This is an optimization exercise on Yosys and OpenROAD, whose aim is small area, a short achievable clock period and few clock cycles per item, not a production implementation.
Power is estimated from default activity; no workload was simulated.

Design ISR, start of the top module:
module ISR(reset,
           value,
           clock,
           result,
           done
);
  input wire reset;
  input wire [63:0] value;
  input wire clock;
  output wire [31:0] result;
  output wire done;
  reg  [55:0] d;       
  reg  [30:0] r;       
  reg  [31:0] q;       
  reg  [3:0]  cnt;     
  reg         fin;
  wire [7:0] vt = value[63:56];
  reg  [3:0] q0;
  reg  [4:0] r0;
  wire [16:0] ge;
  assign ge[0] = 1'b1;
  assign ge[16] = 1'b0;
  assign ge[1] = vt >= 8'd1;
  assign ge[2] = vt >= 8'd4;
  assign ge[3] = vt >= 8'd9;
  assign ge[4] = vt >= 8'd16;
  assign ge[5] = vt >= 8'd25;
  assign ge[6] = vt >= 8'd36;
  assign ge[7] = vt >= 8'd49;
  assign ge[8] = vt >= 8'd64;
  assign ge[9] = vt >= 8'd81;
  assign ge[10] = vt >= 8'd100;
  assign ge[11] = vt >= 8'd121;
  assign ge[12] = vt >= 8'd144;
  assign ge[13] = vt >= 8'd169;
  assign ge[14] = vt >= 8'd196;
  assign ge[15] = vt >= 8'd225;
  integer kk;
  always @* begin
    q0 = 4'd0;
    r0 = 5'd0;
    for (kk = 1; kk < 16; kk = kk + 1)
      if (ge[kk]) q0 = kk;
    for (kk = 0; kk < 16; kk = kk + 1)
      if (ge[kk] & ~ge[kk + 1]) r0 = r0 | (vt[4:0] - kk * kk);
  end
  wire [29:0] qs = q[29:0];
  wire [34:0] x  = {r, d[55:52]};             
  wire [33:0] t1;
  prefix_add #(.W(34), .KIND(0)) u_t1(.a({1'b0, x[34:2]}), .b(~{2'b00, qs, 2'b01}), .ci(1'b1), .y(t1));
  wire        ge1 = ~t1[33];
  wire [35:0] t2a;
  prefix_add #(.W(36), .KIND(0)) u_t2a(.a({1'b0, x}), .b(~{3'b000, qs, 3'b001}), .ci(1'b1), .y(t2a));
  wire        ge2a = ~t2a[35];
  wire [35:0] m1 = {~{2'b00, qs}, 4'b1111};
  wire [35:0] m2 = {~{3'b000, qs}, 3'b000};
  wire [35:0] xe = {1'b0, x};
  wire [35:0] cs = xe ^ m1 ^ m2;
  wire [35:0] cc = (xe & m1) | (xe & m2) | (m1 & m2);
  ...
For scale: ~1400 cells after synthesis, ~120 flip-flops, ~10000 um2 of cells after synthesis.
export LEC_CHECK = 0
export CAP_MARGIN = 20
export CORE_MARGIN = 2
export CORE_UTILIZATION = 40
export PLACE_DENSITY = 0.6
export SLEW_MARGIN = 20
create_clock -name core_clock -period 10.0 [get_ports {clock}]
standard.sh (not shown) runs the stock make flow with config.mk's settings and CLKGATE_MAP_FILE= SYNTH_SCRIPT=/design/flow/synth_recipe.tcl, a recipe that flattens the netlist after the stock synthesis.
==> flow/flow/run.sh <==
#!/bin/bash
bash standard.sh BUFFER_PORTS_ARGS="-buffer_cell sky130_fd_sc_hd__buf_1" SETUP_SLACK_MARGIN=6.8 ABC_AREA=1 CTS_BUF_LIST="sky130_fd_sc_hd__clkbuf_4 sky130_fd_sc_hd__clkbuf_8" finish > standard.log 2>&1
Then changed:
==> flow/flow/run.sh (replaced) <==
#!/bin/bash
bash standard.sh BUFFER_PORTS_ARGS="-buffer_cell sky130_fd_sc_hd__buf_1" SETUP_SLACK_MARGIN=6.5 ABC_AREA=1 CTS_BUF_LIST="sky130_fd_sc_hd__clkbuf_4 sky130_fd_sc_hd__clkbuf_8" CTS_CLUSTER_SIZE=30 CTS_CLUSTER_DIAMETER=100 finish > standard.log 2>&1
Effect:
- The changed run finished clean
- power is lower by 14%
- flip-flop and latch count does not change
- fmax is lower by 2.7%
- wire length is lower by 7.3%
- cell area is lower by 9.3%
- setup slack loses 0.089 ns
- area after synthesis is unchanged
- cell count is lower by 2.8%
- combinational power is lower by 18%
- clock-buffer cell count is higher by 1
- sequential share of layout area is higher by 1.8 points
No functional check of the RTL was part of any run of this note.

## run E
The RTL this note starts from:
==> flow/design.v <==
module ISR(reset,
           value,
           clock,
           result,
           done
);
  input wire reset;
  input wire [63:0] value;
  input wire clock;
  output wire [31:0] result;
  output wire done;
  reg  [59:0] d;       
  reg  [30:0] r;       
  reg  [31:0] q;       
  reg  [3:0]  cnt;     
  reg         fin;
  reg         run;     
  reg         lead;    
  wire [3:0] vt = value[63:60];
  reg  [1:0] q0;
  reg  [2:0] r0;
  wire [4:0] ge;
  assign ge[0] = 1'b1;
  assign ge[4] = 1'b0;
  assign ge[1] = vt >= 4'd1;
  assign ge[2] = vt >= 4'd4;
  assign ge[3] = vt >= 4'd9;
  integer kk;
  always @* begin
    q0 = 2'd0;
    r0 = 3'd0;
    for (kk = 1; kk < 4; kk = kk + 1)
      if (ge[kk]) q0 = kk;
    for (kk = 0; kk < 4; kk = kk + 1)
      if (ge[kk] & ~ge[kk + 1]) r0 = r0 | (vt[2:0] - kk * kk);
  end
  wire [29:0] qs = q[29:0];
  wire [34:0] x  = {r, d[59:56]};             
  wire [33:0] t1;
  prefix_add #(.W(34), .KIND(0)) u_t1(.a({1'b0, x[34:2]}), .b(~{2'b00, qs, 2'b01}), .ci(1'b1), .y(t1));
  wire        ge1 = ~t1[33];
  wire [35:0] t2a;
  prefix_add #(.W(36), .KIND(0)) u_t2a(.a({1'b0, x}), .b(~{3'b000, qs, 3'b001}), .ci(1'b1), .y(t2a));
  wire        ge2a = ~t2a[35];
  wire [35:0] m1 = {~{2'b00, qs}, 4'b1111};
  wire [35:0] m2 = {~{3'b000, qs}, 3'b000};
  wire [35:0] xe = {1'b0, x};
  wire [35:0] cs = xe ^ m1 ^ m2;
  wire [35:0] cc = (xe & m1) | (xe & m2) | (m1 & m2);
  wire [35:0] t2b;
  prefix_add #(.W(36), .KIND(0)) u_t2b(.a(cs), .b({cc[34:0], 1'b0}), .ci(1'b0), .y(t2b));
  wire        ge2b = ~t2b[35];
  wire        ge2 = ge1 ? ge2b : ge2a;
  wire [30:0] r1 = ge1 ? (ge2 ? t2b[30:0] : {t1[28:0], x[1:0]})
                       : (ge2 ? t2a[30:0] : x[30:0]);
  wire        skip = lead && (d[59:44] == 16'd0) && (cnt > 4'd4);
  always @(posedge clock) begin
    if (reset) begin
      d   <= value[59:0];
      r   <= {28'd0, r0};
      q   <= {30'd0, q0};
      cnt <= 4'd15;
      fin <= 1'b0;
      run <= 1'b1;
      lead <= (vt == 4'd0);
    end else begin
      d   <= skip ? {d[43:0], 16'd0} : {d[55:0], 4'b0000};
      lead <= lead && (d[59:56] == 4'd0);
      r   <= r1;
      cnt <= cnt - (skip ? 4'd4 : 4'd1);
      if (run) begin
        q   <= {q[29:0], ge1, ge2};
        if (cnt == 4'd1) begin
          fin <= 1'b1;
          run <= 1'b0;
        end
      end
    end
  end
  assign result = q;
  assign done   = fin;
endmodule
module prefix_add #(parameter W = 8, parameter KIND = 0)
  (input wire [W-1:0] a, input wire [W-1:0] b, input wire ci,
   output wire [W-1:0] y);
  reg [W-1:0] g, p, pp;
  reg [W-1:0] gn, pn;
  reg [W:0]   c;
  integer i, j, l, s;
  localparam integer TOP = (W > 32) ? 32 : (W > 16) ? 16 : (W > 8) ? 8 :
                           (W > 4) ? 4 : (W > 2) ? 2 : 1;
  always @* begin
    for (i = 0; i < W; i = i + 1) begin
      g[i]  = a[i] & b[i];
      pp[i] = a[i] ^ b[i];
      p[i]  = pp[i];
    end
    g[0] = g[0] | (p[0] & ci);
    if (KIND == 0) begin
      for (l = 1; l < W; l = l * 2)
        for (j = 2 * l - 1; j < W; j = j + 2 * l) begin
          g[j] = g[j] | (p[j] & g[j - l]);
          p[j] = p[j] & p[j - l];
        end
      for (l = TOP / 2; l >= 1; l = l / 2)
        for (j = 3 * l - 1; j < W; j = j + 2 * l) begin
          g[j] = g[j] | (p[j] & g[j - l]);
          p[j] = p[j] & p[j - l];
        end
    end else if (KIND == 1) begin
      for (l = 1; l < W; l = l * 2) begin
        gn = g; pn = p;
        for (j = 0; j < W; j = j + 1)
          if ((j / l) % 2 == 1) begin
            s = (j / l) * l - 1;
            gn[j] = g[j] | (p[j] & g[s]);
            pn[j] = p[j] & p[s];
          end
        g = gn; p = pn;
      end
    end else if (KIND == 2) begin
      for (l = 1; l < W; l = l * 2) begin
        gn = g; pn = p;
        for (j = l; j < W; j = j + 1) begin
          gn[j] = g[j] | (p[j] & g[j - l]);
          pn[j] = p[j] & p[j - l];
        end
        g = gn; p = pn;
      end
    end else begin
      for (l = 1; l < W; l = l * 2) begin
        gn = g; pn = p;
        for (j = 1; j < W; j = j + 2)
          if (j - l >= 0) begin
            if (l == 1) begin
              gn[j] = g[j] | (p[j] & g[j - 1]);
              pn[j] = p[j] & p[j - 1];
            end else if (j - l >= 1) begin
              gn[j] = g[j] | (p[j] & g[j - l]);
              pn[j] = p[j] & p[j - l];
            end
          end
        g = gn; p = pn;
      end
      gn = g; pn = p;
      for (j = 2; j < W; j = j + 2) begin
        gn[j] = g[j] | (p[j] & g[j - 1]);
        pn[j] = p[j] & p[j - 1];
      end
      g = gn; p = pn;
    end
    c[0] = ci;
    for (i = 0; i < W; i = i + 1)
      c[i + 1] = g[i];
  end
  assign y = pp ^ c[W-1:0];
endmodule
Settings: LEC_CHECK=0, CAP_MARGIN=0, CORE_MARGIN=2, CORE_UTILIZATION=40, PLACE_DENSITY=0.6, SLEW_MARGIN=0; clock period 10.0 ns.
==> flow/flow/run.sh <==
#!/bin/bash
bash standard.sh BUFFER_PORTS_ARGS="-buffer_cell sky130_fd_sc_hd__buf_1" SETUP_SLACK_MARGIN=6.5 ABC_AREA=1 CTS_BUF_LIST="sky130_fd_sc_hd__clkbuf_4 sky130_fd_sc_hd__clkbuf_8" finish > standard.log 2>&1
--- input diff run E..run D ---
Settings: SLEW_MARGIN: 0 -> 20; CAP_MARGIN: 0 -> 20.
==> comparison <==
- Per the comparison of run D with run E, signal arrival time at the worst endpoint increased 0.15 ns, fraction of area in non-clock buffers now sits at about the same level, time the worst path needs with I/O delays and setup saw little to no change, slack of the critical path held steady.
- Per the comparison of run D with run E, global-route wire length before repair neither gained nor lost much, number of vias per cell after detailed routing was more or less identical, worst hold slack essentially unchanged.
- For area added between synthesis and finish, run D and run E come out practically identical.
- Run D: all stages complete, timing, DRC and antenna checks passed
No run of this note included a check of the RTL's function; only the layout flow was run.

[separate check: timing with driven ports]
Ports are ideal in the flow. The routed layouts listed here were re-timed in OpenROAD. Step 1, drivers: a clkbuf_16 drives clock and a buf_2 each remaining input, both assumed. Step 2 moves the port delays by t, midway between the first and last clock arrival at a register: inputs arrive t later, outputs are due t later. That takes back most of the time a late clock gives input paths. a / b / c = no drivers / after step 1 / after step 2; a / b = the first two.
run	shift t [ns]	slack for setup (ns)	worst slew at a driven data input, ns
the first run of note 1	0.500	6.743 / 6.706 / 6.227	0.07
the second run of note 1	0.485	6.654 / 6.664 / 6.179	0.05
run E	0.510	6.680 / 6.683 / 6.191	0.05
run D	0.512	6.681 / 6.681 / 6.191	0.05
After both steps every run listed still meets setup and hold. For the first run of note 1, which loses most, drivers alone change the setup slack by -0.037 ns; drivers and shift together by -0.516 ns.
